What follows belongs to an exercise in optimizing a design on an open flow for small area; a production flow would make more cautious choices. The RTL was checked by simulation tests, not by an equivalence proof against the original design.

==> flow/design.v, too long to show whole: its modules and the start of the top module <==
// module delta_mod: 56 lines
// module aer_input2: 22 lines
// module aer_hidden_busy: 24 lines
// module lif_hidden_L1: 434 lines
// module lif_hidden_L2: 418 lines
// module lif_hidden_L3: 418 lines
// module mac_step: 1095 lines
// module popcount8: 38 lines
// module rca: 19 lines
// module lif_decay: 9 lines
// module lif_addsat: 21 lines
// module lif_spike_ge: 14 lines
// module lif_sat: 11 lines
// module lpf_unit: 27 lines
// module output_decoder: 83 lines
// module snn_top: 295 lines
module snn_top #(
    parameter int ECG_WIDTH          = 11,   
    parameter int DM_STEP_SIZE       = 4,    
    parameter int NUM_HIDDEN_LAYERS  = 4,
    parameter int NEURONS_PER_LAYER  = 8,
    parameter int NEURON_WIDTH       = 16,   
    parameter int NEURON_FRAC_WIDTH  = 8,    
    parameter int CURRENT_WIDTH      = 16,
    parameter int CURRENT_FRAC_WIDTH = 1,
    parameter int WEIGHT_WIDTH       = 8,
    parameter int NUM_TIMESTEPS      = 10,   
    parameter logic signed [31:0] MATCH_THRESHOLD = 32'h0001_0000
)(
    input  logic                                        clk,
    input  logic                                        rst_n,
    input  logic [ECG_WIDTH-1:0]                        ecg_in,
    input  logic                                        inference_start,
    output logic                                        inference_done,
    output logic                                        match,
    output logic [1:0]                                  dm_spike_raster,  
    output logic [NUM_HIDDEN_LAYERS*NEURONS_PER_LAYER-1:0] spike_raster,
    output logic signed [31:0]                          prediction,
    input  logic                                        weight_en,
    input  logic [$clog2(NEURONS_PER_LAYER)-1:0]        weight_addr,
    input  logic signed [NEURON_WIDTH-1:0]              weight_data
);
  // ...
==> flow/flow/run.sh <==
#!/bin/bash
# Layout: the standard flow (standard.sh), with two changes:
#  - after the standard synthesis, flow/polarity.py chooses the polarity of
#    each full-adder cell so that fewer inverters are needed between adders
#    (combinational cells only; every register is left as synthesized);
#  - the input and output port buffers are the smallest buffer cell (buf_1)
#    rather than the delay buffer the flow picks by default.
# Each step writes its full output to its own log file in this folder.
set -euo pipefail
export BUFFER_PORTS_ARGS="-buffer_cell sky130_fd_sc_hd__buf_1"
export CTS_ARGS="-sink_clustering_enable -repair_clock_nets -sink_clustering_size 16 -sink_clustering_max_diameter 70 -buf_list sky130_fd_sc_hd__clkbuf_8 -dont_use_dummy_load"
R=orfs/results/sky130hd/snn_top/base
bash standard.sh synth > standard_synth.log 2>&1
cp "$R/1_2_yosys.v" 1_2_yosys.standard.v
python3 flow/polarity.py 1_2_yosys.standard.v "$R/1_2_yosys.v" > polarity.log 2>&1
touch "$R/1_2_yosys.v"
bash standard.sh > standard_flow.log 2>&1
==> flow/flow/polarity.py <==
#!/usr/bin/env python3
"""Polarity optimisation of full-adder cells in a mapped sky130 netlist.

A full adder is self-dual: FA(~a, ~b, ~c) = (~sum, ~cout). Synthesis leaves
many inverters between adder cells; choosing, for each full adder, whether it
works on true or complemented signals lets most of them go. Every inverter
(except those driving output ports) is removed, each adder is given a
polarity, and one inverter is added for each signal whose other polarity is
still needed. Only combinational cells change; flip-flops keep their cells,
names and connections' logic values.

usage: polarity.py in.v out.v
"""
import re
import sys

OUT_PINS = {"X", "Y", "Q", "Q_N", "SUM", "COUT", "HI", "LO"}


def is_inv(t):
    return re.match(r"sky130_fd_sc_hd__(inv|clkinv)_\d+$", t) is not None


def is_fa(t):
    return re.match(r"sky130_fd_sc_hd__fa_\d+$", t) is not None


def is_const(n):
    return re.match(r"^1'[bh][01]$", n) is not None


def const_not(n):
    return "1'b1" if n.endswith("0") else "1'b0"


def main():
    src = open(sys.argv[1]).read()
    m = re.search(r"^(module\s.*?;\n)(.*?)(^endmodule)", src, re.S | re.M)
    head, body = m.group(1), m.group(2)
    cell_re = re.compile(r"^  (sky130_fd_sc_hd__\w+)\s+(\S+)\s*\((.*?)\);\n", re.S | re.M)
    decls = []
    cells = []
    pos = 0
    for cm in cell_re.finditer(body):
        pre = body[pos:cm.start()]
        decls.append(pre)
        pins = [(p, n.strip()) for p, n in re.findall(r"\.(\w+)\(([^()]*)\)", cm.group(3))]
        cells.append([cm.group(1), cm.group(2), pins])
        pos = cm.end()
    tail = body[pos:]
    decl_text = "".join(decls) + tail
    assert "assign" not in decl_text, "assign statements not supported"

    outputs = set()
    for om in re.finditer(r"^\s*output\s+(\[(\d+):(\d+)\]\s+)?(\S+);", head + decl_text, re.M):
        name = om.group(4)
        if om.group(1):
            hi, lo = int(om.group(2)), int(om.group(3))
            for i in range(min(hi, lo), max(hi, lo) + 1):
                outputs.add(f"{name}[{i}]")
        else:
            outputs.add(name)

    driver = {}
    for ci, (t, name, pins) in enumerate(cells):
        for p, n in pins:
            if p in OUT_PINS and n:
                driver[n] = (ci, p)

    # inverters kept as ordinary cells: those driving output ports
    removable = set()
    for ci, (t, name, pins) in enumerate(cells):
        if is_inv(t):
            y = dict(pins)["Y"]
            if y not in outputs:
                removable.add(ci)

    memo = {}

    def root(n):
        if is_const(n):
            return (n, 0)
        if n in memo:
            return memo[n]
        d = driver.get(n)
        if d is not None and d[0] in removable:
            a = dict(cells[d[0]][2])["A"]
            r, p = root(a)
            res = (r, p ^ 1)
        else:
            res = (n, 0)
        memo[n] = res
        return res

    fa_ids = [ci for ci, c in enumerate(cells) if is_fa(c[0])]
    flip = {ci: 0 for ci in fa_ids}
    # FAs driving output ports keep their polarity
    fixed = set()
    for ci in fa_ids:
        for p, n in cells[ci][2]:
            if p in OUT_PINS and n in outputs:
                fixed.add(ci)

    # demand counts: dem[r] = [count true, count complement]
    dem = {}
    uses = []   # (ci, pin index, root, pol)
    for ci, (t, name, pins) in enumerate(cells):
        if ci in removable:
            continue
        for k, (p, n) in enumerate(pins):
            if p in OUT_PINS or not n:
                continue
            r, pol = root(n)
            uses.append((ci, k, r, pol))
    for n in outputs:
        pass  # output port nets are driven directly (never renamed)

    fa_in = {ci: [] for ci in fa_ids}
    for (ci, k, r, pol) in uses:
        if ci in flip:
            fa_in[ci].append((r, pol))
    for (ci, k, r, pol) in uses:
        eff = pol ^ flip.get(ci, 0)
        dem.setdefault(r, [0, 0])[eff] += 1

    def natural(r):
        d = driver.get(r)
        if d is not None and d[0] in flip:
            return flip[d[0]]
        return 0

    def cost(r):
        if is_const(r):
            return 0
        dd = dem.get(r, [0, 0])
        return 1 if dd[natural(r) ^ 1] > 0 else 0

    fa_out = {}
    for ci in fa_ids:
        fa_out[ci] = [n for p, n in cells[ci][2] if p in OUT_PINS and n]

    def delta(ci):
        ins = fa_in[ci]
        outs = fa_out[ci]
        touched = set(r for r, _ in ins) | set(outs)
        before = sum(cost(r) for r in touched)
        f = flip[ci]
        for r, pol in ins:
            dem[r][pol ^ f] -= 1
            dem[r][pol ^ f ^ 1] += 1
        flip[ci] ^= 1
        after = sum(cost(r) for r in touched)
        # undo
        flip[ci] ^= 1
        for r, pol in ins:
            dem[r][pol ^ f ^ 1] -= 1
            dem[r][pol ^ f] += 1
        return after - before

    def do_flip(ci):
        f = flip[ci]
        for r, pol in fa_in[ci]:
            dem[r][pol ^ f] -= 1
            dem[r][pol ^ f ^ 1] += 1
        flip[ci] ^= 1

    roots = set(dem) | set(n for ci in fa_ids for n in fa_out[ci])
    start = sum(cost(r) for r in roots)
    improved = True
    passes = 0
    while improved and passes < 50:
        improved = False
        passes += 1
        for ci in fa_ids:
            if ci in fixed:
                continue
            if delta(ci) < 0:
                do_flip(ci)
                improved = True
    end = sum(cost(r) for r in roots)
    print(f"polarity: {len(removable)} inverters before, {end} after "
          f"({sum(flip.values())} of {len(fa_ids)} adders flipped; {start} without flips)",
          file=sys.stderr)

    # ---- rebuild
    new_wires = []
    new_cells = []
    comp_net = {}   # root -> complement net name
    true_net = {}   # root -> true net name
    cnt = [0]

    def fresh():
        cnt[0] += 1
        w = f"_pol{cnt[0]}_"
        new_wires.append(w)
        return w

    for r in roots:
        if is_const(r):
            true_net[r] = r
            comp_net[r] = const_not(r)
            continue
        dd = dem.get(r, [0, 0])
        if natural(r) == 0:
            true_net[r] = r
            if dd[1] > 0:
                c = fresh()
                comp_net[r] = c
                new_cells.append((r, c))
        else:
            c = fresh()
            comp_net[r] = c
            if dd[0] > 0:
                true_net[r] = r
                new_cells.append((c, r))

    # rewire
    for (ci, k, r, pol) in uses:
        eff = pol ^ flip.get(ci, 0)
        if r not in true_net:   # root with no flip involvement (not in roots)
            true_net[r] = r
        if eff == 0:
            net = true_net[r]
        else:
            if r not in comp_net:
                if is_const(r):
                    comp_net[r] = const_not(r)
                else:
                    c = fresh()
                    comp_net[r] = c
                    new_cells.append((r, c))
            net = comp_net[r]
        p, _ = cells[ci][2][k]
        cells[ci][2][k] = (p, net)
    for ci in fa_ids:
        if flip[ci]:
            pins = cells[ci][2]
            for k, (p, n) in enumerate(pins):
                if p in OUT_PINS and n:
                    pins[k] = (p, comp_net[n])

    # adders with an unused output: a half adder whose sum is unused is an
    # AND gate, a full adder whose sum is unused is a majority gate, a half
    # adder whose carry is unused is an XOR gate
    loads = {}
    for ci, (t, name, pins) in enumerate(cells):
        if ci in removable:
            continue
        for p, n in pins:
            if p not in OUT_PINS and n:
                loads[n] = loads.get(n, 0) + 1
    for a, y in new_cells:
        loads[a] = loads.get(a, 0) + 1

    def unused(n):
        return (not n) or (loads.get(n, 0) == 0 and n not in outputs)

    nrep = 0
    for ci, c in enumerate(cells):
        t, name, pins = c
        pd = dict(pins)
        if re.match(r"sky130_fd_sc_hd__ha_\d+$", t):
            if unused(pd.get("SUM")) and not unused(pd.get("COUT")):
                c[0] = "sky130_fd_sc_hd__and2_1"
                c[2] = [("A", pd["A"]), ("B", pd["B"]), ("X", pd["COUT"])]
                nrep += 1
            elif unused(pd.get("COUT")) and not unused(pd.get("SUM")):
                c[0] = "sky130_fd_sc_hd__xor2_1"
                c[2] = [("A", pd["A"]), ("B", pd["B"]), ("X", pd["SUM"])]
                nrep += 1
        elif is_fa(t):
            if unused(pd.get("SUM")) and not unused(pd.get("COUT")):
                c[0] = "sky130_fd_sc_hd__maj3_1"
                c[2] = [("A", pd["A"]), ("B", pd["B"]), ("C", pd["CIN"]), ("X", pd["COUT"])]
                nrep += 1
    print(f"polarity: {nrep} adders with an unused output replaced by smaller gates", file=sys.stderr)

    def v(n):
        return n + " " if n.startswith("\\") else n

    out = [head]
    out.append(decl_text.rstrip("\n") + "\n" if decl_text.strip() else "")
    for w in new_wires:
        out.append(f"  wire {w};\n")
    for ci, (t, name, pins) in enumerate(cells):
        if ci in removable:
            continue
        pl = ",\n".join(f"    .{p}({v(n)})" for p, n in pins)
        out.append(f"  {t} {name} (\n{pl}\n  );\n")
    for i, (a, y) in enumerate(new_cells):
        out.append(f"  sky130_fd_sc_hd__inv_1 _polinv{i}_ (\n    .A({v(a)}),\n    .Y({v(y)})\n  );\n")
    out.append("endmodule\n")
    open(sys.argv[2], "w").write(src[:m.start()] + "".join(out) + src[m.end():])


main()
==> flow/standard.sh <==
#!/bin/bash
# synth_recipe.tcl (not shown) runs the flow's synth.tcl, then flattens the netlist and writes it again
# the make line also repeats each setting of config.mk as NAME=value (left out here)
make -C /OpenROAD-flow-scripts/flow DESIGN_CONFIG=/design/flow/config.mk WORK_HOME=/design/flow/orfs CLKGATE_MAP_FILE= SYNTH_SCRIPT=/design/flow/synth_recipe.tcl "${@:-finish}"
==> flow/config.mk <==
export PLATFORM = sky130hd
export DESIGN_NAME = snn_top
export DESIGN_NICKNAME = snn_top
export VERILOG_FILES = /design/flow/design.v
export SDC_FILE = /design/flow/constraint.sdc
export NUM_CORES = 4
export LEC_CHECK = 0
export CAP_MARGIN = 10
export CORE_MARGIN = 2
export CORE_UTILIZATION = 65
export CTS_BUF_LIST = sky130_fd_sc_hd__clkbuf_8
export CTS_CLUSTER_DIAMETER = 70
export CTS_CLUSTER_SIZE = 16
export PLACE_DENSITY = 0.75
export SLEW_MARGIN = 10
==> flow/constraint.sdc <==
create_clock -name core_clock -period 14.0 [get_ports {clk}]
set_input_delay 2.8000 -clock core_clock [delete_from_list [all_inputs] [get_ports {clk}]]
set_output_delay 2.8000 -clock core_clock [all_outputs]
set_load 0.01 [all_outputs]
==> summary.md, run 1 <==
| Metric | Value |
|---|---|
| Fin crit share | `between 90% and 100%` |
| Top Registers | `ring: 512 flops, u_output_decoder.weights: 128 flops, u_output_decoder.bank.lpf_inst.y: 120 flops` |
| Seq cells | `a little under 1000` |
| Worst Skew | `~0.059 ns` |
| Num CTS Buffers | `72` |
| WL final | `101000 um` |
| Row cnt | `slightly below 100` |
| Worst Hold Class | `reg -> reg` |
| Crit path max fanout | `24` |
| DRT antenna net count | `0` |
| Worst Hold Path Cells | `0` |
| Status | `no timing/DRC/antenna violations` |
| Post-CTS sizing | `0` |
| Most common cell after layout, fill and taps aside | `dfxtp_1` |
| DP Wirelength | `around 76000 um` |
| R2r worst-path depth | `42` |
| H-tree levels | `3` |
| Worst setup path class | `reg -> reg` |
| Syn_area_per_cell | `12.2 um2` |
| Die ar. | `around 0.074 mm2` |
| Cell family with most CP delay | `adder cells` |
| Reg area | `about 0.022 mm2` |
| Final Worst Setup Slack | `approximately 1.1 ns` |
| GRT Overall Usage | `28.7%` |
| Chip Height | `around 270 um` |
| Met3 global-route usage | `under 10%` |
| Final min period | `about 13 ns` |
| WL/cell | `~21 um` |
| Reg2reg end | `l0_cand[5][1]$_DFFE_PP_` |
| Cell count after synthesis | `about 3800` |
| Final setup viols | `0` |
| Core Area | `just over 0.07 mm2` |
| Met2 WL | `~46000 um` |
| Largest reg by FF count | `ring` |
| Layout Cells excl Fill | `around 5000` |
| Post-CTS Setup Bufs | `0` |
| Cells after DPL | `between 4000 and 5000` |
| Slew HR | `between 20% and 30%` |
| DR WL met3 | `7480 um` |
| Crit path to | `l0_cand[5][1]$_DFFE_PP_` |
==> run 2, diff against run 1 <==
--- a/flow/flow/polarity.py
+++ b/flow/flow/polarity.py
@@ -177,6 +177,35 @@
             if delta(ci) < 0:
                 do_flip(ci)
                 improved = True
+    # then a deterministic annealing search, keeping the best assignment
+    import math
+    import random
+    rng = random.Random(1)
+    cur = sum(cost(r) for r in roots)
+    best = cur
+    best_flip = dict(flip)
+    free = [ci for ci in fa_ids if ci not in fixed]
+    steps = 40 * len(free)
+    for it in range(steps):
+        temp = 1.0 * (1 - it / steps) + 0.02
+        ci = free[rng.randrange(len(free))]
+        dlt = delta(ci)
+        if dlt <= 0 or rng.random() < math.exp(-dlt / temp):
+            do_flip(ci)
+            cur += dlt
+            if cur < best:
+                best = cur
+                best_flip = dict(flip)
+    for ci in fa_ids:
+        if flip[ci] != best_flip[ci]:
+            do_flip(ci)
+    improved = True
+    while improved:
+        improved = False
+        for ci in free:
+            if delta(ci) < 0:
+                do_flip(ci)
+                improved = True
     end = sum(cost(r) for r in roots)
     print(f"polarity: {len(removable)} inverters before, {end} after "
           f"({sum(flip.values())} of {len(fa_ids)} adders flipped; {start} without flips)",
==> run 2 against run 1 <==
- still clean
- area after synthesis decreased by 0.17%
- critical path depth unchanged
- synthesized cell count decreased by 0.55%
- highest routed layer unchanged
==> summary.md, run 2 <==
| Metric | Value |
|---|---|
| First-pass GRT wire length | `163000 um (was 164000 um)` |
| Synth-to-Final Area Change | `5.14% (about the same)` |
| DP Wirelength | `75100 um (was 75700 um)` |
| Crit end category | `register (unchanged)` |
| GRT Overall Usage | `28.6% (was 28.7%)` |
| Fin crit share | `92.2% (was 92.0%)` |
| Crit path max fanout | `24 (unchanged)` |
| Chip Height | `272 um (about the same)` |
| Clk slew on worst S/H paths | `0.09 ns (about the same)` |
| Starting DRT DRC Count | `2719 (was 2489)` |
| RR Startpoint | `ph[0]$_DFF_PN0_ (unchanged)` |
| Total gr overflow | `0 (unchanged)` |
| Cells after DPL | `4762 (was 4788)` |
| RSZ-0062 raised after global routing | `no (unchanged)` |
| Largest reg by FF count | `ring (unchanged)` |
| Most common cell after layout, fill and taps aside | `dfxtp_1 (unchanged)` |
| Die ar. | `0.0738 mm2 (was 0.0739 mm2)` |
| Remaining DRCs | `0 (unchanged)` |
| Max clock buf depth | `3 (unchanged)` |
| DR vias/cell | `5.81 (was 5.79)` |
| Synthesized area | `0.0466 mm2 (was 0.0467 mm2)` |
| Hold worst-path end | `ring[5][8]$_DFF_P_ (was ring[26][9]$_DFF_P_)` |
| Core Area | `0.0712 mm2 (unchanged)` |
| R2r worst-path depth | `42 (unchanged)` |
| Top Registers | `ring: 512 flops, u_output_decoder.weights: 128 flops, u_output_decoder.bank.lpf_inst.y: 120 flops (unchanged)` |
| WL final | `101000 um (about the same)` |
| Filler instances | `5135 (was 5103)` |
| Syn. warnings | `51 (unchanged)` |
| Die Wd | `272 um (about the same)` |
| CP most frequent cell | `fa_1 (unchanged)` |
| Layout cells sized above 1 | `5.79% (was 5.83%)` |
| Slew HR | `26.0% (was 23.5%)` |
| Buffers on Ports | `101 (unchanged)` |
| Critical Path RT | `14.38 ns (was 14.37 ns)` |
| CTS tree | `done (unchanged)` |
| CP max stage delay | `0.81 ns (was 0.76 ns)` |
| Via count | `28100 (was 28200)` |
| Number of flip-flops in the largest register | `512 (unchanged)` |
| Setup TNS Final | `0 ns (unchanged)` |
| Most frequent cells in the layout | `564 x dfxtp_1, 548 x fa_1, 401 x nand2_1 (unchanged)` |
| CP Launch Type | `register (unchanged)` |
| Max-Cap Viols | `0 (unchanged)` |
| Via count of the first global-routing pass | `29500 (about the same)` |
| Post-CTS Setup Bufs | `0 (unchanged)` |
| Worst setup path class | `reg -> reg (unchanged)` |
| Hold_sp | `ring[6][8]$_DFF_P_ (was ring[27][9]$_DFF_P_)` |
| Post-CTS sizing | `0 (unchanged)` |
| Cell count after synthesis | `3801 (was 3822)` |
| Num CTS Buffers | `75 (was 72)` |
| Cts hold-fix bufs | `0 (unchanged)` |
| Final min period | `12.91 ns (was 12.89 ns)` |
| Largest net degree at the start of global routing | `75 (was 76)` |
| DRT antenna net count | `0 (unchanged)` |
| Fin nets | `4606 (was 4629)` |
| Final setup viols | `0 (unchanged)` |
| Worst Hold Class | `reg -> reg (unchanged)` |
| Crit path DAT | `13.30 ns (was 13.25 ns)` |
| Clock Latency Late Sink | `0.70 ns (was 0.69 ns)` |
| R2R setup slack | `1.09 ns (was 1.11 ns)` |
| Status | `no timing/DRC/antenna violations (unchanged)` |
| Worst Hold Path Cells | `0 (unchanged)` |
| Slew @ Worst Pin | `1.11 ns (was 1.15 ns)` |
| H-tree levels | `3 (unchanged)` |
| Row cnt | `98 (unchanged)` |
| Max-slew violations | `0 (unchanged)` |
| Reg2reg end | `l0_cand[5][3]$_DFFE_PP_ (was l0_cand[5][1]$_DFFE_PP_)` |
| Syn_area_per_cell | `12.3 um2 (was 12.2 um2)` |
| Worst Skew | `0.0616 ns (was 0.0592 ns)` |
| FMAX | `77.4 MHz (was 77.6 MHz)` |
| Drt pass-1 iters | `7 (was 6)` |
| Effective utilization at floorplan | `65.4% (was 65.5%)` |
| Crit path max-delay cell type | `dfrtp_1 (was and2_1)` |
| WL/cell | `20.9 um (was 20.8 um)` |
| Final Hold Violating Endpoints | `0 (unchanged)` |
| Hold_ws | `0.288 ns (was 0.292 ns)` |
| Final GP Congestion | `0.957 (was 0.946)` |
| Antenna violations before repair | `2 (was 3)` |
| Layout Cells excl Fill | `4839 (was 4863)` |
| # IOs | `102 (unchanged)` |
| Root buf cell | `clkbuf_8 (unchanged)` |
| Clock sink count | `969 (unchanged)` |
## run 2: worst max path at each step
stage | endpoint | cells past startpoint | slack, ns | from
final | l0_cand[5][3]$_DFFE_PP_ | 42 | 1.09 | ph[0]$_DFF_PN0_
after global routing | l0_cand[6][3]$_DFFE_PP_ | 42 | 0.35 | ph[0]$_DFF_PN0_
after CTS | l0_cand[1][3]$_DFFE_PP_ | 42 | 1.19 | ph[0]$_DFF_PN0_
after detailed placement | l0_cand[5][3]$_DFFE_PP_ | 42 | 1.13 | ph[0]$_DFF_PN0_
after global placement | l0_cand[0][3]$_DFFE_PP_ | 42 | 1.61 | ph[0]$_DFF_PN0_
after floorplan | l0_cand[0][3]$_DFFE_PP_ | 44 | 3.01 | ph[1]$_DFF_PN0_
## run 2: layout make-up
cell class	instances	area, um2	area share [%]
inverters	375	1410	2.87
multi-input cells	2325	22400	45.7
diodes	2	5.00	0.0102
flip-flops and latches	969	22300	45.5
well taps	950	1190	2.43
clock buffers	75	1030	2.11
repair buffers	143	698	1.43
## run 2: stage by stage
stage	cell area [um2]	utilization [%]	setup slack (ns)
6_report	49000	68.8	1.09
5_1_grt	49000	68.8	0.349
4_1_cts	49000	68.7	1.19
3_5_place_dp	47900	67.3	1.13
3_3_place_gp	47900	67.3	1.61
2_1_floorplan	46600	-	3.01
## run 2: layer usage
layer	GRT usage [%]	vias up	routed length, um
met2	45.4	1078	47700
met1	40.0	14200	42100
met5	0	-	0
met3	5.56	266	7550
met4	9.64	0	3610
li1	-	12600	-
## run 2: worst max-delay path, delay by kind of cell (launching register included)
family | cells | cell delay [ns]
flip-flops | 1 | 0.81
buffers and inverters | 6 | 0.67
adder cells (fa/ha/maj) | 23 | 7.02
AND/OR/NAND/NOR | 5 | 1.56
AO/OA/AOI/OAI | 8 | 2.55
==> run 3, diff against run 2 <==
==> flow/flow/run.sh (replaced) <==
#!/bin/bash
# Layout: the standard flow (standard.sh), with these changes:
#  - after the standard synthesis, flow/polarity.py chooses the polarity of
#    each full-adder cell so that fewer inverters are needed between adders,
#    then flow/reabc.sh re-maps the other combinational logic with ABC
#    (combinational cells only; every register is left as synthesized);
#  - the input and output port buffers are the smallest buffer cell (buf_1)
#    rather than the delay buffer the flow picks by default;
#  - clock tree synthesis runs without dummy loads (CTS_ARGS repeats the
#    flow's CTS settings from config.mk and adds -dont_use_dummy_load).
# Each step writes its full output to its own log file in this folder.
set -euo pipefail
export BUFFER_PORTS_ARGS="-buffer_cell sky130_fd_sc_hd__buf_1"
export CTS_ARGS="-sink_clustering_enable -repair_clock_nets -sink_clustering_size 16 -sink_clustering_max_diameter 70 -buf_list sky130_fd_sc_hd__clkbuf_8 -dont_use_dummy_load"
R=orfs/results/sky130hd/snn_top/base
bash standard.sh synth > standard_synth.log 2>&1
cp "$R/1_2_yosys.v" 1_2_yosys.standard.v
python3 flow/polarity.py 1_2_yosys.standard.v 1_2_yosys.polarity.v > polarity.log 2>&1
bash flow/reabc.sh 1_2_yosys.polarity.v "$R/1_2_yosys.v" > reabc.log 2>&1
touch "$R/1_2_yosys.v"
bash standard.sh > standard_flow.log 2>&1
==> flow/flow/reabc.sh (new file) <==
#!/bin/bash
# reabc.sh IN.v OUT.v : re-map the netlist's plain combinational logic with
# ABC (as ORFS's synthesis does, same script, liberty and don't-use cells),
# keeping every flip-flop, tie cell and adder cell (fa/ha) as it is.
# Run after polarity.py, so that ABC can fold the inverters that pass added
# into the surrounding logic.
set -euo pipefail
IN=$1
OUT=$2
P=$FLOW_HOME/platforms/sky130hd
LIB=$P/lib/sky130_fd_sc_hd__tt_025C_1v80.lib
YOSYS=${YOSYS_EXE:-$FLOW_HOME/../tools/install/yosys/bin/yosys}
DONT_USE=""
for c in $(sed -n '/^export DONT_USE_CELLS/,/^$/p' $P/config.mk | tr -d '\\' | tr ' ' '\n' | grep '^sky130_'); do
  DONT_USE="$DONT_USE -dont_use $c"
done
cat > reabc.ys <<EOT
read_liberty -ignore_miss_func $LIB
read_verilog $IN
hierarchy -top snn_top
setattr -mod -set keep_hierarchy 1 sky130_fd_sc_hd__fa_* sky130_fd_sc_hd__ha_* sky130_fd_sc_hd__df* sky130_fd_sc_hd__edf* sky130_fd_sc_hd__conb_1
flatten
opt -purge
abc -script $FLOW_HOME/scripts/abc_speed.script -liberty $LIB $DONT_USE -D 14000
setundef -zero
splitnets
opt_clean -purge
hilomap -singleton -hicell sky130_fd_sc_hd__conb_1 HI -locell sky130_fd_sc_hd__conb_1 LO
insbuf -buf sky130_fd_sc_hd__buf_1 A X
opt_clean -purge
select snn_top
write_verilog -noattr -noexpr -nohex -nodec -selected $OUT
EOT
$YOSYS -s reabc.ys
==> run 3 against run 2 <==
- critical path type unchanged
- global-route usage rose by 0.65 points
- register-to-register slack improved by 0.22 ns
- area after synthesis fell by 0.41%
- still clean
- worst setup slack improved by 0.22 ns
- maximum frequency rose by 1.7%
- clock-buffer cell count fell by 2
- highest routed layer is now met5
- clock skew rose by 0.021 ns
==> summary.md, run 3 <==
| Metric | Value |
|---|---|
| Status | `no timing/DRC/antenna violations (unchanged)` |
| Syn_area_per_cell | `12.5 um2 (was 12.3 um2)` |
| Clock Latency Late Sink | `0.70 ns (about the same)` |
| Number of flip-flops in the largest register | `512 (unchanged)` |
| Multi-input gate area | `0.0225 mm2 (was 0.0224 mm2)` |
| Slew @ Worst Pin | `1.13 ns (was 1.11 ns)` |
| Worst path bufs/invs | `9 (was 6)` |
| Drt pass-1 iters | `7 (unchanged)` |
| Final Hold Violating Endpoints | `0 (unchanged)` |
| Die ar. | `0.0735 mm2 (was 0.0738 mm2)` |
| Effective utilization at floorplan | `65.9% (was 65.4%)` |
| Post-CTS sizing | `0 (unchanged)` |
| Final GP Congestion | `0.965 (was 0.957)` |
| CTS tree | `done (unchanged)` |
| R2R setup slack | `1.31 ns (was 1.09 ns)` |
| Row cnt | `97 (was 98)` |
| Worst setup path class | `reg -> reg (unchanged)` |
| Most frequent cells in the layout | `564 x dfxtp_1, 548 x fa_1, 402 x nand2_1 (was 564 x dfxtp_1, 548 x fa_1, 401 x nand2_1)` |
| Top Registers | `ring: 512 flops, u_output_decoder.weights: 128 flops, u_output_decoder.bank.lpf_inst.y: 120 flops (unchanged)` |
| Post-CTS Setup Bufs | `0 (unchanged)` |
| Cts hold-fix bufs | `0 (unchanged)` |
| DP Wirelength | `75200 um (was 75100 um)` |
| WL final | `103000 um (was 101000 um)` |
| Most common cell after layout, fill and taps aside | `dfxtp_1 (unchanged)` |
| CP Launch Type | `register (unchanged)` |
| Final setup viols | `0 (unchanged)` |
| Chip Height | `271 um (was 272 um)` |
| Crit path DAT | `13.09 ns (was 13.30 ns)` |
| Max-slew violations | `0 (unchanged)` |
| Final Core Density | `69.4% (was 68.8%)` |
| Final min period | `12.69 ns (was 12.91 ns)` |
| Buffers on Ports | `101 (unchanged)` |
| Starting DRT DRC Count | `2380 (was 2719)` |
| Post-route cell area | `0.0488 mm2 (was 0.0490 mm2)` |
| Hold_ws | `0.289 ns (was 0.288 ns)` |
| H-tree levels | `3 (unchanged)` |
| Core Area | `0.0704 mm2 (was 0.0712 mm2)` |
| CP max stage delay | `0.80 ns (was 0.81 ns)` |
| Die Wd | `271 um (was 272 um)` |
| Clk slew on worst S/H paths | `0.11 ns (was 0.09 ns)` |
| Final Worst Setup Slack | `1.31 ns (was 1.09 ns)` |
| Placement Setup Slack | `1.51 ns (was 1.13 ns)` |
| Crit end category | `register (unchanged)` |
| Via count of the first global-routing pass | `29800 (was 29500)` |
| Cell family with most CP delay | `adder cells (unchanged)` |
| Fin crit share | `90.7% (was 92.2%)` |
| Crit path max-delay cell type | `dfrtp_1 (unchanged)` |
| Syn. warnings | `51 (unchanged)` |
| Crit path max fanout | `23 (was 24)` |
| Placed inst area | `0.0478 mm2 (was 0.0479 mm2)` |
| # IOs | `102 (unchanged)` |
| Critical Path RT | `14.39 ns (was 14.38 ns)` |
| RSZ-0062 raised after global routing | `no (unchanged)` |
| GRT Overall Usage | `29.2% (was 28.6%)` |
| Cells after DPL | `4676 (was 4762)` |
| Max-Cap Viols | `0 (unchanged)` |
| Via count | `27900 (was 28100)` |
| Largest reg by FF count | `ring (unchanged)` |
| Fin nets | `4528 (was 4606)` |
| Worst Hold Class | `reg -> reg (unchanged)` |
| Antenna violations before repair | `3 (was 2)` |
| Synth-to-Final Area Change | `5.26% (was 5.14%)` |
| Clock sink count | `969 (unchanged)` |
| Reg area | `0.0223 mm2 (about the same)` |
| Synthesized area | `0.0464 mm2 (was 0.0466 mm2)` |
| FMAX | `78.8 MHz (was 77.4 MHz)` |
| DRT antenna net count | `0 (unchanged)` |
| Slew HR | `24.6% (was 26.0%)` |
| Max clock buf depth | `3 (unchanged)` |
| CP most frequent cell | `fa_1 (unchanged)` |
| First-pass GRT wire length | `165000 um (was 163000 um)` |
| WL/cell | `21.6 um (was 20.9 um)` |
| Cell count after synthesis | `3719 (was 3801)` |
| Setup TNS Final | `0 ns (unchanged)` |
| DR vias/cell | `5.87 (was 5.81)` |
| Remaining DRCs | `0 (unchanged)` |
| Largest net degree at the start of global routing | `165 (was 75)` |
| Num CTS Buffers | `73 (was 75)` |
| Filler instances | `5095 (was 5135)` |
| Layout cells sized above 1 | `6.46% (was 5.79%)` |
| Layout Cells excl Fill | `4750 (was 4839)` |
| Total gr overflow | `0 (unchanged)` |
| Root buf cell | `clkbuf_8 (unchanged)` |
| Worst Skew | `0.0822 ns (was 0.0616 ns)` |
## run 3: worst paths after layout
check,start,to,cells past startpoint
max,ph[0]$_DFF_PN0_,l0_cand[4][3]$_DFFE_PP_,46
min,ring[7][8]$_DFF_P_,ring[6][8]$_DFF_P_,0
max reg2reg,ph[0]$_DFF_PN0_,l0_cand[4][3]$_DFFE_PP_,46
min reg2reg,ring[7][8]$_DFF_P_,ring[6][8]$_DFF_P_,0
max in group asynchronous,rst_n,u_output_decoder.dc[0]$_DFF_PN0_,2
min in group asynchronous,rst_n,u_output_decoder.bank[5].lpf_inst.y[12]$_DFF_PN0_,1
## run 3: area by class of cell
cell class,instances,area share (%)
antenna,1,0.00512
clock buffer,73,2.06
inverter,281,2.16
multi-input combinational,2331,46.1
sequential,969,45.6
tap,940,2.41
timing repair buffer,155,1.64
## run 3: routing by layer
metal,wire [um],vias up,track usage (%)
li1,-,12400,-
met4,3560,2,9.99
met1,42700,14200,40.5
met5,16,-,0
met2,47700,1066,45.9
met3,8710,231,6.99
==> run 4, diff against run 3 <==
--- a/flow/flow/run.sh
+++ b/flow/flow/run.sh
@@ -11,7 +11,7 @@
 # Each step writes its full output to its own log file in this folder.
 set -euo pipefail
 export BUFFER_PORTS_ARGS="-buffer_cell sky130_fd_sc_hd__buf_1"
-export CTS_ARGS="-sink_clustering_enable -repair_clock_nets -sink_clustering_size 16 -sink_clustering_max_diameter 70 -buf_list sky130_fd_sc_hd__clkbuf_8 -dont_use_dummy_load"
+export CTS_ARGS="-sink_clustering_enable -repair_clock_nets -sink_clustering_size 20 -sink_clustering_max_diameter 55 -buf_list sky130_fd_sc_hd__clkbuf_8 -dont_use_dummy_load"
 R=orfs/results/sky130hd/snn_top/base
 bash standard.sh synth > standard_synth.log 2>&1
 cp "$R/1_2_yosys.v" 1_2_yosys.standard.v
--- a/flow/config.mk
+++ b/flow/config.mk
@@ -9,7 +9,7 @@
 export CORE_MARGIN = 2
 export CORE_UTILIZATION = 65
 export CTS_BUF_LIST = sky130_fd_sc_hd__clkbuf_8
-export CTS_CLUSTER_DIAMETER = 70
-export CTS_CLUSTER_SIZE = 16
+export CTS_CLUSTER_DIAMETER = 55
+export CTS_CLUSTER_SIZE = 20
 export PLACE_DENSITY = 0.75
 export SLEW_MARGIN = 10
==> run 4 against run 3 <==
- clock-buffer cell count grew 3
- clock skew fell by 0.0051 ns
- via count up 0.49%
- synthesized cell count shrank 0.30%
- worst setup slack gained 0.16 ns
- final area up 0.14%
- worst hold slack got worse by 0.020 ns
- sequential share of layout area shrank 0.063 points
- routed wire length increased by 0.32%
- register-to-register slack better by 0.16 ns
- area after synthesis barely moved
==> summary.md, run 4 <==
| Metric | Value |
|---|---|
| Status | `no timing/DRC/antenna violations (unchanged)` |
| Final Core Density | `69.6% (was 69.4%)` |
| Worst setup path class | `reg -> reg (unchanged)` |
| Syn. warnings | `51 (unchanged)` |
| Remaining DRCs | `0 (unchanged)` |
| Total gr overflow | `0 (unchanged)` |
| RR Startpoint | `ph[1]$_DFF_PN0_ (was ph[0]$_DFF_PN0_)` |
| Chip Height | `271 um (about the same)` |
| CP Launch Type | `register (unchanged)` |
| FMAX | `79.8 MHz (was 78.8 MHz)` |
| CP max stage delay | `0.81 ns (was 0.80 ns)` |
| Die Wd | `271 um (about the same)` |
| Post-route cell area | `0.0489 mm2 (was 0.0488 mm2)` |
| Filler instances | `5057 (was 5095)` |
| Post-CTS Setup Bufs | `0 (unchanged)` |
| Root buf cell | `clkbuf_8 (unchanged)` |
| Largest net degree at the start of global routing | `71 (was 165)` |
| Crit. Startpoint | `ph[1]$_DFF_PN0_ (was ph[0]$_DFF_PN0_)` |
| Via count of the first global-routing pass | `29400 (was 29800)` |
| Met1 GRT Util | `41.9% (was 40.5%)` |
| CP most frequent cell | `fa_1 (unchanged)` |
| Num CTS Buffers | `76 (was 73)` |
| Clock sink count | `969 (unchanged)` |
| Most frequent cells in the layout | `564 x dfxtp_1, 548 x fa_1, 404 x nand2_1 (was 564 x dfxtp_1, 548 x fa_1, 402 x nand2_1)` |
| DP Wirelength | `75800 um (was 75200 um)` |
| Row cnt | `97 (unchanged)` |
| Die ar. | `0.0735 mm2 (about the same)` |
| Placed inst area | `0.0478 mm2 (about the same)` |
| Clock Latency Late Sink | `0.71 ns (was 0.70 ns)` |
| Starting DRT DRC Count | `2462 (was 2380)` |
| RSZ-0062 raised after global routing | `no (unchanged)` |
| Buffers on Ports | `101 (unchanged)` |
| First-pass GRT wire length | `164000 um (was 165000 um)` |
| Final setup viols | `0 (unchanged)` |
| Crit path max fanout | `19 (was 23)` |
| Slew HR | `22.9% (was 24.6%)` |
| Final Worst Setup Slack | `1.46 ns (was 1.31 ns)` |
| Via count | `28000 (was 27900)` |
| Effective utilization at floorplan | `66.0% (was 65.9%)` |
| Gr busiest metal | `met2 (unchanged)` |
| H-tree levels | `3 (unchanged)` |
| Placement Setup Slack | `1.64 ns (was 1.51 ns)` |
| Setup TNS Final | `0 ns (unchanged)` |
| Largest reg by FF count | `ring (unchanged)` |
| Clk slew on worst S/H paths | `0.12 ns (was 0.11 ns)` |
| Hold_sp | `ring[15][11]$_DFF_P_ (was ring[7][8]$_DFF_P_)` |
| Drt pass-1 iters | `6 (was 7)` |
| Worst Hold Class | `reg -> reg (unchanged)` |
| Antenna violations before repair | `2 (was 3)` |
| Crit end category | `register (unchanged)` |
| Worst Skew | `0.0771 ns (was 0.0822 ns)` |
| DRT antenna net count | `0 (unchanged)` |
| Cells after DPL | `4675 (was 4676)` |
| Critical Path RT | `14.39 ns (about the same)` |
| WL/cell | `21.7 um (was 21.6 um)` |
| Routing usage on met2 | `44.5% (was 45.9%)` |
| Final Hold Violating Endpoints | `0 (unchanged)` |
| Layout cells sized above 1 | `6.66% (was 6.46%)` |
| Fin nets | `4530 (was 4528)` |
| DR vias/cell | `5.89 (was 5.87)` |
| Cts hold-fix bufs | `0 (unchanged)` |
| Fin crit share | `89.6% (was 90.7%)` |
| Crit path DAT | `12.93 ns (was 13.09 ns)` |
| Synth-to-Final Area Change | `5.50% (was 5.26%)` |
| WL final | `103000 um (about the same)` |
| Cell count after synthesis | `3708 (was 3719)` |
| Final min period | `12.54 ns (was 12.69 ns)` |
| Max-Cap Viols | `0 (unchanged)` |
| Most common cell after layout, fill and taps aside | `dfxtp_1 (unchanged)` |
| Syn_area_per_cell | `12.5 um2 (about the same)` |
| Layout Cells excl Fill | `4752 (was 4750)` |
| Hold_ws | `0.269 ns (was 0.289 ns)` |
| Number of flip-flops in the largest register | `512 (unchanged)` |
| Max-slew violations | `0 (unchanged)` |
| # IOs | `102 (unchanged)` |
| Final GP Congestion | `0.970 (was 0.965)` |
| Synthesized area | `0.0463 mm2 (was 0.0464 mm2)` |
| Crit path max-delay cell type | `dfrtp_1 (unchanged)` |
| Slew @ Worst Pin | `1.15 ns (was 1.13 ns)` |
| Post-CTS sizing | `0 (unchanged)` |
| CTS tree | `done (unchanged)` |
| Max clock buf depth | `3 (unchanged)` |
| Core Area | `0.0703 mm2 (was 0.0704 mm2)` |
| GRT Overall Usage | `29.2% (about the same)` |
| Top Registers | `ring: 512 flops, u_output_decoder.weights: 128 flops, u_output_decoder.bank.lpf_inst.y: 120 flops (unchanged)` |
| Met3 global-route usage | `6.43% (was 6.99%)` |
[run 4: changes by cell type in the layout (fill, tap and decap cells not counted), sizes merged, moves of 3 or more]
cell,change
and3,-3
a21oi,-6
a22o,+3
clkbuf,+3
nor2,-4
buf,+10
or2,-3
nor3,-6
a22oi,+4
a32oi,-3
inv,-3
[run 4: final timing paths]
| path | end | cells past startpoint | slack (ns) |
|---|---|---|---|
| hold reg to reg | ring[14][11]$_DFF_P_ | 0 | 0.27 |
| max in group asynchronous | u_delta_mod.signal[10]$_DFFE_PN0P_ | 3 | 9.52 |
| setup reg to reg | l0_cand[1][3]$_DFFE_PP_ | 44 | 1.46 |
| setup / recovery | l0_cand[1][3]$_DFFE_PP_ | 44 | 1.46 |
| hold / removal | ring[14][11]$_DFF_P_ | 0 | 0.27 |
| min in group asynchronous | u_output_decoder.bank[5].lpf_inst.y[7]$_DFF_PN0_ | 1 | 2.18 |
[run 4: area by class of cell]
class	count	area (um2)	share of cell area, %
Sequential cell	969	22300	45.6
Timing Repair Buffer	165	863	1.77
Multi-Input combinational cell	2324	22500	46.0
Antenna cell	1	2.50	0.00512
Tap cell	940	1180	2.41
Clock buffer	76	1050	2.14
Inverter	277	1040	2.13
[run 4: worst max-delay path: cells and delay by family (launching register included)]
family | cells | cell delay (ns)
compound gates | 8 | 2.01
flops | 1 | 0.81
buf+inv | 7 | 0.90
fa+ha+maj | 24 | 7.48
simple gates | 5 | 0.98
[run 4: per-layer routing]
metal,vias to the layer above,routed length (um)
li1,12400,-
met1,14200,43600
met2,1119,46800
met3,250,8860
met4,0,3820
met5,-,0
==> run 5, diff against run 4 <==
--- a/flow/flow/run.sh
+++ b/flow/flow/run.sh
@@ -11,11 +11,11 @@
 # Each step writes its full output to its own log file in this folder.
 set -euo pipefail
 export BUFFER_PORTS_ARGS="-buffer_cell sky130_fd_sc_hd__buf_1"
-export CTS_ARGS="-sink_clustering_enable -repair_clock_nets -sink_clustering_size 20 -sink_clustering_max_diameter 55 -buf_list sky130_fd_sc_hd__clkbuf_8 -dont_use_dummy_load"
+export CTS_ARGS="-sink_clustering_enable -repair_clock_nets -sink_clustering_size 16 -sink_clustering_max_diameter 70 -buf_list sky130_fd_sc_hd__clkbuf_8 -dont_use_dummy_load"
 R=orfs/results/sky130hd/snn_top/base
 bash standard.sh synth > standard_synth.log 2>&1
 cp "$R/1_2_yosys.v" 1_2_yosys.standard.v
-python3 flow/polarity.py 1_2_yosys.standard.v 1_2_yosys.polarity.v > polarity.log 2>&1
+python3 flow/polarity.py 1_2_yosys.standard.v 1_2_yosys.polarity.v --remap > polarity.log 2>&1
 bash flow/reabc.sh 1_2_yosys.polarity.v "$R/1_2_yosys.v" > reabc.log 2>&1
 touch "$R/1_2_yosys.v"
 bash standard.sh > standard_flow.log 2>&1
--- a/flow/flow/polarity.py
+++ b/flow/flow/polarity.py
@@ -9,7 +9,7 @@
 still needed. Only combinational cells change; flip-flops keep their cells,
 names and connections' logic values.
 
-usage: polarity.py in.v out.v
+usage: polarity.py in.v out.v [--remap]
 """
 import re
 import sys
@@ -119,9 +119,13 @@
     for (ci, k, r, pol) in uses:
         if ci in flip:
             fa_in[ci].append((r, pol))
+    fa_dem = {}
     for (ci, k, r, pol) in uses:
         eff = pol ^ flip.get(ci, 0)
         dem.setdefault(r, [0, 0])[eff] += 1
+        fa_dem.setdefault(r, [0, 0])
+        if ci in flip:
+            fa_dem[r][eff] += 1
 
     def natural(r):
         d = driver.get(r)
@@ -129,10 +133,24 @@
             return flip[d[0]]
         return 0
 
+    remap = "--remap" in sys.argv
+
+    def boxed(r):
+        # driven by a cell the re-mapping keeps (or an input port)
+        d = driver.get(r)
+        if d is None:
+            return True
+        t = cells[d[0]][0]
+        return is_fa(t) or re.match(r"sky130_fd_sc_hd__(df|edf|sdf|dl|conb)", t) is not None
+
     def cost(r):
         if is_const(r):
             return 0
         dd = dem.get(r, [0, 0])
+        if remap:
+            if not boxed(r):
+                return 0
+            dd = fa_dem.get(r, [0, 0])
         return 1 if dd[natural(r) ^ 1] > 0 else 0
 
     fa_out = {}
@@ -148,6 +166,8 @@
         for r, pol in ins:
             dem[r][pol ^ f] -= 1
             dem[r][pol ^ f ^ 1] += 1
+            fa_dem[r][pol ^ f] -= 1
+            fa_dem[r][pol ^ f ^ 1] += 1
         flip[ci] ^= 1
         after = sum(cost(r) for r in touched)
         # undo
@@ -155,6 +175,8 @@
         for r, pol in ins:
             dem[r][pol ^ f ^ 1] -= 1
             dem[r][pol ^ f] += 1
+            fa_dem[r][pol ^ f ^ 1] -= 1
+            fa_dem[r][pol ^ f] += 1
         return after - before
 
     def do_flip(ci):
@@ -162,6 +184,8 @@
         for r, pol in fa_in[ci]:
             dem[r][pol ^ f] -= 1
             dem[r][pol ^ f ^ 1] += 1
+            fa_dem[r][pol ^ f] -= 1
+            fa_dem[r][pol ^ f ^ 1] += 1
         flip[ci] ^= 1
 
     roots = set(dem) | set(n for ci in fa_ids for n in fa_out[ci])
--- a/flow/flow/reabc.sh
+++ b/flow/flow/reabc.sh
@@ -1,7 +1,8 @@
 #!/bin/bash
 # reabc.sh IN.v OUT.v : re-map the netlist's plain combinational logic with
 # ABC (as ORFS's synthesis does, same script, liberty and don't-use cells),
-# keeping every flip-flop, tie cell and adder cell (fa/ha) as it is.
+# keeping every flip-flop, tie cell and full-adder cell as it is (half
+# adders are re-mapped with the logic around them).
 # Run after polarity.py, so that ABC can fold the inverters that pass added
 # into the surrounding logic.
 set -euo pipefail
@@ -18,7 +19,7 @@
 read_liberty -ignore_miss_func $LIB
 read_verilog $IN
 hierarchy -top snn_top
-setattr -mod -set keep_hierarchy 1 sky130_fd_sc_hd__fa_* sky130_fd_sc_hd__ha_* sky130_fd_sc_hd__df* sky130_fd_sc_hd__edf* sky130_fd_sc_hd__conb_1
+setattr -mod -set keep_hierarchy 1 sky130_fd_sc_hd__fa_* sky130_fd_sc_hd__df* sky130_fd_sc_hd__edf* sky130_fd_sc_hd__conb_1
 flatten
 opt -purge
 abc -script $FLOW_HOME/scripts/abc_speed.script -liberty $LIB $DONT_USE -D 14000
--- a/flow/config.mk
+++ b/flow/config.mk
@@ -7,9 +7,9 @@
 export LEC_CHECK = 0
 export CAP_MARGIN = 10
 export CORE_MARGIN = 2
-export CORE_UTILIZATION = 65
+export CORE_UTILIZATION = 72
 export CTS_BUF_LIST = sky130_fd_sc_hd__clkbuf_8
-export CTS_CLUSTER_DIAMETER = 55
-export CTS_CLUSTER_SIZE = 20
-export PLACE_DENSITY = 0.75
+export CTS_CLUSTER_DIAMETER = 70
+export CTS_CLUSTER_SIZE = 16
+export PLACE_DENSITY = 0.8
 export SLEW_MARGIN = 10
==> run 5 against run 4 <==
- global-route usage increased by 5.4 points
- routed wire length increased by 6.4%
- register-to-register slack lost 0.61 ns
- clock-buffer cell count fell by 4
- final area down 2.1%
- area after synthesis fell by 1.6%
- critical path type unchanged
==> summary.md, run 5 <==
| Metric | Value |
|---|---|
| Status | `no timing/DRC/antenna violations (unchanged)` |
| Top Registers | `ring: 512 flops, u_output_decoder.weights: 128 flops, u_output_decoder.bank.lpf_inst.y: 120 flops (unchanged)` |
| Buffers on Ports | `101 (unchanged)` |
| Number of flip-flops in the largest register | `512 (unchanged)` |
| WL final | `110000 um (was 103000 um)` |
| H-tree levels | `3 (unchanged)` |
| Clk slew on worst S/H paths | `0.10 ns (was 0.12 ns)` |
| Worst setup path class | `reg -> reg (unchanged)` |
| Final min period | `13.15 ns (was 12.54 ns)` |
| First-pass GRT wire length | `174000 um (was 164000 um)` |
| DP Wirelength | `79700 um (was 75800 um)` |
| Slew HR | `14.7% (was 22.9%)` |
| Synthesized area | `0.0456 mm2 (was 0.0463 mm2)` |
| Cell family with most CP delay | `adder cells (unchanged)` |
| Die ar. | `0.0654 mm2 (was 0.0735 mm2)` |
| Slew @ Worst Pin | `1.28 ns (was 1.15 ns)` |
| Final GP Congestion | `0.943 (was 0.970)` |
| Num CTS Buffers | `72 (was 76)` |
| Crit path DAT | `13.52 ns (was 12.93 ns)` |
| GRT Overall Usage | `34.5% (was 29.2%)` |
| CP most frequent cell | `fa_1 (unchanged)` |
| RSZ-0062 raised after global routing | `no (unchanged)` |
| Crit path max-delay cell type | `fa_1 (was dfrtp_1)` |
| Core Area | `0.0629 mm2 (was 0.0703 mm2)` |
| Die Wd | `256 um (was 271 um)` |
| Clock Latency Late Sink | `0.73 ns (was 0.71 ns)` |
| Remaining DRCs | `0 (unchanged)` |
| Largest net degree at the start of global routing | `165 (was 71)` |
| Root buf cell | `clkbuf_8 (unchanged)` |
| Most common cell after layout, fill and taps aside | `dfxtp_1 (unchanged)` |
| FMAX | `76.0 MHz (was 79.8 MHz)` |
| Antenna violations before repair | `5 (was 2)` |
| Via count of the first global-routing pass | `30800 (was 29400)` |
| WL/cell | `23.8 um (was 21.7 um)` |
| Chip Height | `256 um (was 271 um)` |
| Fin crit share | `93.9% (was 89.6%)` |
| CP max stage delay | `0.86 ns (was 0.81 ns)` |
| Final setup viols | `0 (unchanged)` |
| Synth-to-Final Area Change | `5.00% (was 5.50%)` |
| Total gr overflow | `0 (unchanged)` |
| Most frequent cells in the layout | `564 x dfxtp_1, 548 x fa_1, 418 x nor2_1 (was 564 x dfxtp_1, 548 x fa_1, 404 x nand2_1)` |
| Worst Hold Class | `reg -> reg (unchanged)` |
| Drt pass-1 iters | `8 (was 6)` |
| Cts hold-fix bufs | `0 (unchanged)` |
| Fin nets | `4343 (was 4530)` |
| Starting DRT DRC Count | `3312 (was 2462)` |
| Cell count after synthesis | `3686 (was 3708)` |
| Max-slew violations | `0 (unchanged)` |
| Row cnt | `92 (was 97)` |
| Critical Path RT | `14.37 ns (was 14.39 ns)` |
| Effective utilization at floorplan | `72.6% (was 66.0%)` |
| DRT antenna net count | `0 (unchanged)` |
| Post-CTS sizing | `0 (unchanged)` |
| Clock sink count | `969 (unchanged)` |
| Max clock buf depth | `3 (unchanged)` |
| Worst Skew | `0.0849 ns (was 0.0771 ns)` |
| Worst path bufs/invs | `1 (was 7)` |
| Crit end category | `register (unchanged)` |
| CTS tree | `done (unchanged)` |
| R2R setup slack | `0.85 ns (was 1.46 ns)` |
| Max-Cap Viols | `0 (unchanged)` |
| CP Launch Type | `register (unchanged)` |
| Syn_area_per_cell | `12.4 um2 (was 12.5 um2)` |
| DR vias/cell | `6.33 (was 5.89)` |
| Placement Setup Slack | `0.920 ns (was 1.64 ns)` |
| Setup TNS Final | `0 ns (unchanged)` |
| Via count | `29200 (was 28000)` |
| # IOs | `102 (unchanged)` |
| Syn. warnings | `51 (unchanged)` |
| Post-CTS Setup Bufs | `0 (unchanged)` |
| Final Hold Violating Endpoints | `0 (unchanged)` |
| Crit path max fanout | `35 (was 19)` |
| Final Worst Setup Slack | `0.847 ns (was 1.46 ns)` |
| Largest reg by FF count | `ring (unchanged)` |
| Layout cells sized above 1 | `6.73% (was 6.66%)` |
-- run 5: layer usage --
| layer | share of wire [%] | vias to the layer above | global-route usage [%] |
|---|---|---|---|
| li1 | - | 12400 | - |
| met1 | 41 | 14800 | 49.9 |
| met2 | 47 | 1598 | 53.7 |
| met3 | 9.6 | 305 | 7.92 |
| met4 | 2.9 | 4 | 9.84 |
| met5 | 0.021 | - | 0 |
-- run 5: final cells by class --
cell class,instances,area [um2]
Inverter,98,368
Tap cell,846,1060
Sequential cell,969,22300
Fill cell,3922,15000
Clock buffer,72,991
Antenna cell,2,5.00
Timing Repair Buffer,153,786
Multi-Input combinational cell,2467,22400
-- run 5: worst reg2reg max path: cells and delay by family (launching register included) --
family	cells	cell delay [ns]
compound gates	10	2.39
fa+ha+maj	21	8.96
buf+inv	1	0.13
simple gates	4	0.73
flops	1	0.67
-- run 5: final timing paths --
check                                     from                                          to  cells past startpoint
min                        ring[14][0]$_DFF_P_                         ring[13][0]$_DFF_P_                      0
max                            ph[2]$_DFF_PN0_                     l0_cand[0][1]$_DFFE_PP_                     36
max in group asynchronous                rst_n            u_output_decoder.dc[1]$_DFF_PN0_                      3
min reg2reg                ring[14][0]$_DFF_P_                         ring[13][0]$_DFF_P_                      0
min in group asynchronous                rst_n  u_output_decoder.prediction[9]$_DFFE_PN0P_                      2
max reg2reg                    ph[2]$_DFF_PN0_                     l0_cand[0][1]$_DFFE_PP_                     36
-- run 5: through the flow --
stage | hold slack, ns | std cells | util (%) | area, um2
after floorplan | 0.310 | 3687 | - | 45600
after global placement | 0.310 | 4533 | 74.6 | 46900
after detailed placement | 0.312 | 4533 | 74.6 | 46900
after CTS | 0.284 | 4605 | 76.2 | 47900
after global routing | 0.282 | 4607 | 76.2 | 47900
final | 0.286 | 4607 | 76.2 | 47900
==> run 6, diff against run 5 <==
--- a/flow/config.mk
+++ b/flow/config.mk
@@ -7,9 +7,9 @@
 export LEC_CHECK = 0
 export CAP_MARGIN = 10
 export CORE_MARGIN = 2
-export CORE_UTILIZATION = 72
+export CORE_UTILIZATION = 65
 export CTS_BUF_LIST = sky130_fd_sc_hd__clkbuf_8
 export CTS_CLUSTER_DIAMETER = 70
 export CTS_CLUSTER_SIZE = 16
-export PLACE_DENSITY = 0.8
+export PLACE_DENSITY = 0.75
 export SLEW_MARGIN = 10
==> run 6 against run 5 <==
- final area grew 0.46%
- clock-buffer cell count grew 3
- register-to-register slack got worse by 0.06 ns
- worst setup slack got worse by 0.058 ns
- maximum frequency down 0.44%
- critical path depth decreased by 2
- highest routed layer unchanged
==> summary.md, run 6 <==
| Metric | Value |
|---|---|
| Die Wd | `269 um (was 256 um)` |
| Met1 WL | `42500 um (was 44600 um)` |
| Buffers on Ports | `101 (unchanged)` |
| Remaining DRCs | `0 (unchanged)` |
| Clock sink count | `969 (unchanged)` |
| Synthesized area | `0.0455 mm2 (was 0.0456 mm2)` |
| Crit path max-delay cell type | `fa_1 (unchanged)` |
| Final GP Congestion | `0.920 (was 0.943)` |
| Crit path DAT | `13.59 ns (was 13.52 ns)` |
| Multi-input gate area | `0.0224 mm2 (about the same)` |
| Most common cell after layout, fill and taps aside | `dfxtp_1 (unchanged)` |
| Cell count after synthesis | `3679 (was 3686)` |
| Top sig layer | `met5 (unchanged)` |
| Layout Cells excl Fill | `4709 (was 4607)` |
| Final Core Density | `69.0% (was 76.2%)` |
| Worst Hold Path Cells | `0 (unchanged)` |
| Layout cells sized above 1 | `7.01% (was 6.73%)` |
| Fin crit share | `94.4% (was 93.9%)` |
| Final min period | `13.21 ns (was 13.15 ns)` |
| Hold worst-path end | `ring[5][0]$_DFF_P_ (was ring[13][0]$_DFF_P_)` |
| Antenna violations before repair | `5 (unchanged)` |
| Slew HR | `20.1% (was 14.7%)` |
| Worst Hold Class | `reg -> reg (unchanged)` |
| Row cnt | `97 (was 92)` |
| Die ar. | `0.0722 mm2 (was 0.0654 mm2)` |
| Post-CTS sizing | `0 (unchanged)` |
| Total gr overflow | `0 (unchanged)` |
| RSZ-0062 raised after global routing | `no (unchanged)` |
| Hold_sp | `ring[6][0]$_DFF_P_ (was ring[14][0]$_DFF_P_)` |
| # IOs | `102 (unchanged)` |
| Effective utilization at floorplan | `65.3% (was 72.6%)` |
| Hold_ws | `0.274 ns (was 0.286 ns)` |
| Drt pass-1 iters | `6 (was 8)` |
| Number of flip-flops in the largest register | `512 (unchanged)` |
| RR Startpoint | `ph[1]$_DFF_PN0_ (was ph[2]$_DFF_PN0_)` |
| Clock Latency Late Sink | `0.69 ns (was 0.73 ns)` |
| WL final | `105000 um (was 110000 um)` |
| Final Hold Violating Endpoints | `0 (unchanged)` |
| Reg area | `0.0223 mm2 (about the same)` |
| CP Launch Type | `register (unchanged)` |
| Syn. warnings | `51 (unchanged)` |
| Num CTS Buffers | `75 (was 72)` |
| DRT antenna net count | `0 (unchanged)` |
| Via count | `28000 (was 29200)` |
| Worst setup path class | `reg -> reg (unchanged)` |
| R2r worst-path depth | `34 (was 36)` |
| Syn_area_per_cell | `12.4 um2 (about the same)` |
| WL/cell | `22.3 um (was 23.8 um)` |
| FMAX | `75.7 MHz (was 76.0 MHz)` |
| H-tree levels | `3 (unchanged)` |
| DP Wirelength | `76000 um (was 79700 um)` |
| GRT Overall Usage | `30.3% (was 34.5%)` |
| CTS tree | `done (unchanged)` |
| CP max stage delay | `0.81 ns (was 0.86 ns)` |
| Clk slew on worst S/H paths | `0.09 ns (was 0.10 ns)` |
| Via count of the first global-routing pass | `30000 (was 30800)` |
| Chip Height | `269 um (was 256 um)` |
| Most frequent cells in the layout | `564 x dfxtp_1, 548 x fa_1, 428 x nor2_1 (was 564 x dfxtp_1, 548 x fa_1, 418 x nor2_1)` |
| Post-route cell area | `0.0481 mm2 (was 0.0479 mm2)` |
| Crit path max fanout | `27 (was 35)` |
| Post-CTS Setup Bufs | `0 (unchanged)` |
| Reg2reg end | `l0_cand[4][3]$_DFFE_PP_ (was l0_cand[0][1]$_DFFE_PP_)` |
| Largest net degree at the start of global routing | `167 (was 165)` |
| Max-slew violations | `0 (unchanged)` |
| Cts hold-fix bufs | `0 (unchanged)` |
| DR WL met3 | `6700 um (was 10500 um)` |
| Worst Skew | `0.0957 ns (was 0.0849 ns)` |
| CP most frequent cell | `fa_1 (unchanged)` |
| Final setup viols | `0 (unchanged)` |
| Largest reg by FF count | `ring (unchanged)` |
| Status | `no timing/DRC/antenna violations (unchanged)` |
| Filler instances | `5033 (was 3922)` |
| Max-Cap Viols | `0 (unchanged)` |
| Placement Setup Slack | `0.704 ns (was 0.920 ns)` |
| Starting DRT DRC Count | `2494 (was 3312)` |
| Cells after DPL | `4630 (was 4533)` |
| Critical Path RT | `14.38 ns (was 14.37 ns)` |
| Final Worst Setup Slack | `0.789 ns (was 0.847 ns)` |
| Synth-to-Final Area Change | `5.67% (was 5.00%)` |
| R2R setup slack | `0.79 ns (was 0.85 ns)` |
| Root buf cell | `clkbuf_8 (unchanged)` |
| Core Area | `0.0697 mm2 (was 0.0629 mm2)` |
| DR vias/cell | `5.95 (was 6.33)` |
| Max clock buf depth | `3 (unchanged)` |
| Met2 WL | `51600 um (was 51200 um)` |
| First-pass GRT wire length | `167000 um (was 174000 um)` |
| Placed inst area | `0.0470 mm2 (was 0.0469 mm2)` |
| Setup TNS Final | `0 ns (unchanged)` |
| Fin nets | `4350 (was 4343)` |
| Top Registers | `ring: 512 flops, u_output_decoder.weights: 128 flops, u_output_decoder.bank.lpf_inst.y: 120 flops (unchanged)` |
| Crit end category | `register (unchanged)` |
| Slew @ Worst Pin | `1.20 ns (was 1.28 ns)` |
## run 6: critical path, delay by kind of cell (launching register included)
family | cells | cell delay, ns
flip-flops | 1 | 0.67
adder cells (fa/ha/maj) | 21 | 8.99
AND/OR/NAND/NOR | 5 | 1.37
AO/OA/AOI/OAI | 8 | 1.86
## run 6: final cells by class
type                            count  area share (%)
Tap cell                          940            2.45
Timing Repair Buffer              163            1.81
Inverter                           98           0.765
Multi-Input combinational cell   2461            46.5
Antenna cell                        3          0.0156
Sequential cell                   969            46.3
Clock buffer                       75            2.15
## run 6: worst max path at each step
stage | start | endpoint | slack [ns]
after floorplan | ph[1]$_DFF_PN0_ | l0_cand[0][1]$_DFFE_PP_ | 0.90
after global placement | ph[1]$_DFF_PN0_ | l0_cand[3][1]$_DFFE_PP_ | 0.93
after detailed placement | ph[1]$_DFF_PN0_ | l0_cand[0][1]$_DFFE_PP_ | 0.70
after CTS | ph[1]$_DFF_PN0_ | l0_cand[1][1]$_DFFE_PP_ | 0.65
after global routing | ph[1]$_DFF_PN0_ | l0_cand[4][3]$_DFFE_PP_ | 0.009
final | ph[1]$_DFF_PN0_ | l0_cand[4][3]$_DFFE_PP_ | 0.79
## run 6: per-layer routing
layer,global-route usage [%],vias to the layer above
met5,0,-
met4,11.2,4
met3,5.36,277
met2,50.8,1040
met1,39.9,14300
li1,-,12400

-- re-timing with driven ports --
No port has a modelled driver above. Below, the same layouts with a new extraction and two added sets of constraints.
Step 1 sets driving cells, clkbuf_16 on the clock port and buf_2 on the other inputs (assumed; they add their load-dependent delay and slew).
Step 2 also shifts input and output timing later by t, the mid clock arrival at the registers, as if the neighbouring blocks saw the same clock.
Three values: ideal, step 1, step 2; two values: the first two.
| run | t, ns | slack for setup (ns) | worst setup path after step 2 | clock arrival spread, ns |
|---|---|---|---|---|
| run 1 | 0.723 | 1.115 / 1.115 / 1.115 | register to register | 0.060 / 0.060 |
| run 2 | 0.736 | 1.085 / 1.085 / 1.085 | register to register | 0.062 / 0.062 |
| run 3 | 0.726 | 1.306 / 1.306 / 1.306 | register to register | 0.082 / 0.082 |
| run 4 | 0.738 | 1.462 / 1.462 / 1.462 | register to register | 0.078 / 0.077 |
| run 5 | 0.751 | 0.847 / 0.847 / 0.847 | register to register | 0.086 / 0.086 |
| run 6 | 0.717 | 0.789 / 0.789 / 0.789 | register to register | 0.117 / 0.117 |
After both steps setup and hold are still met in every run listed.
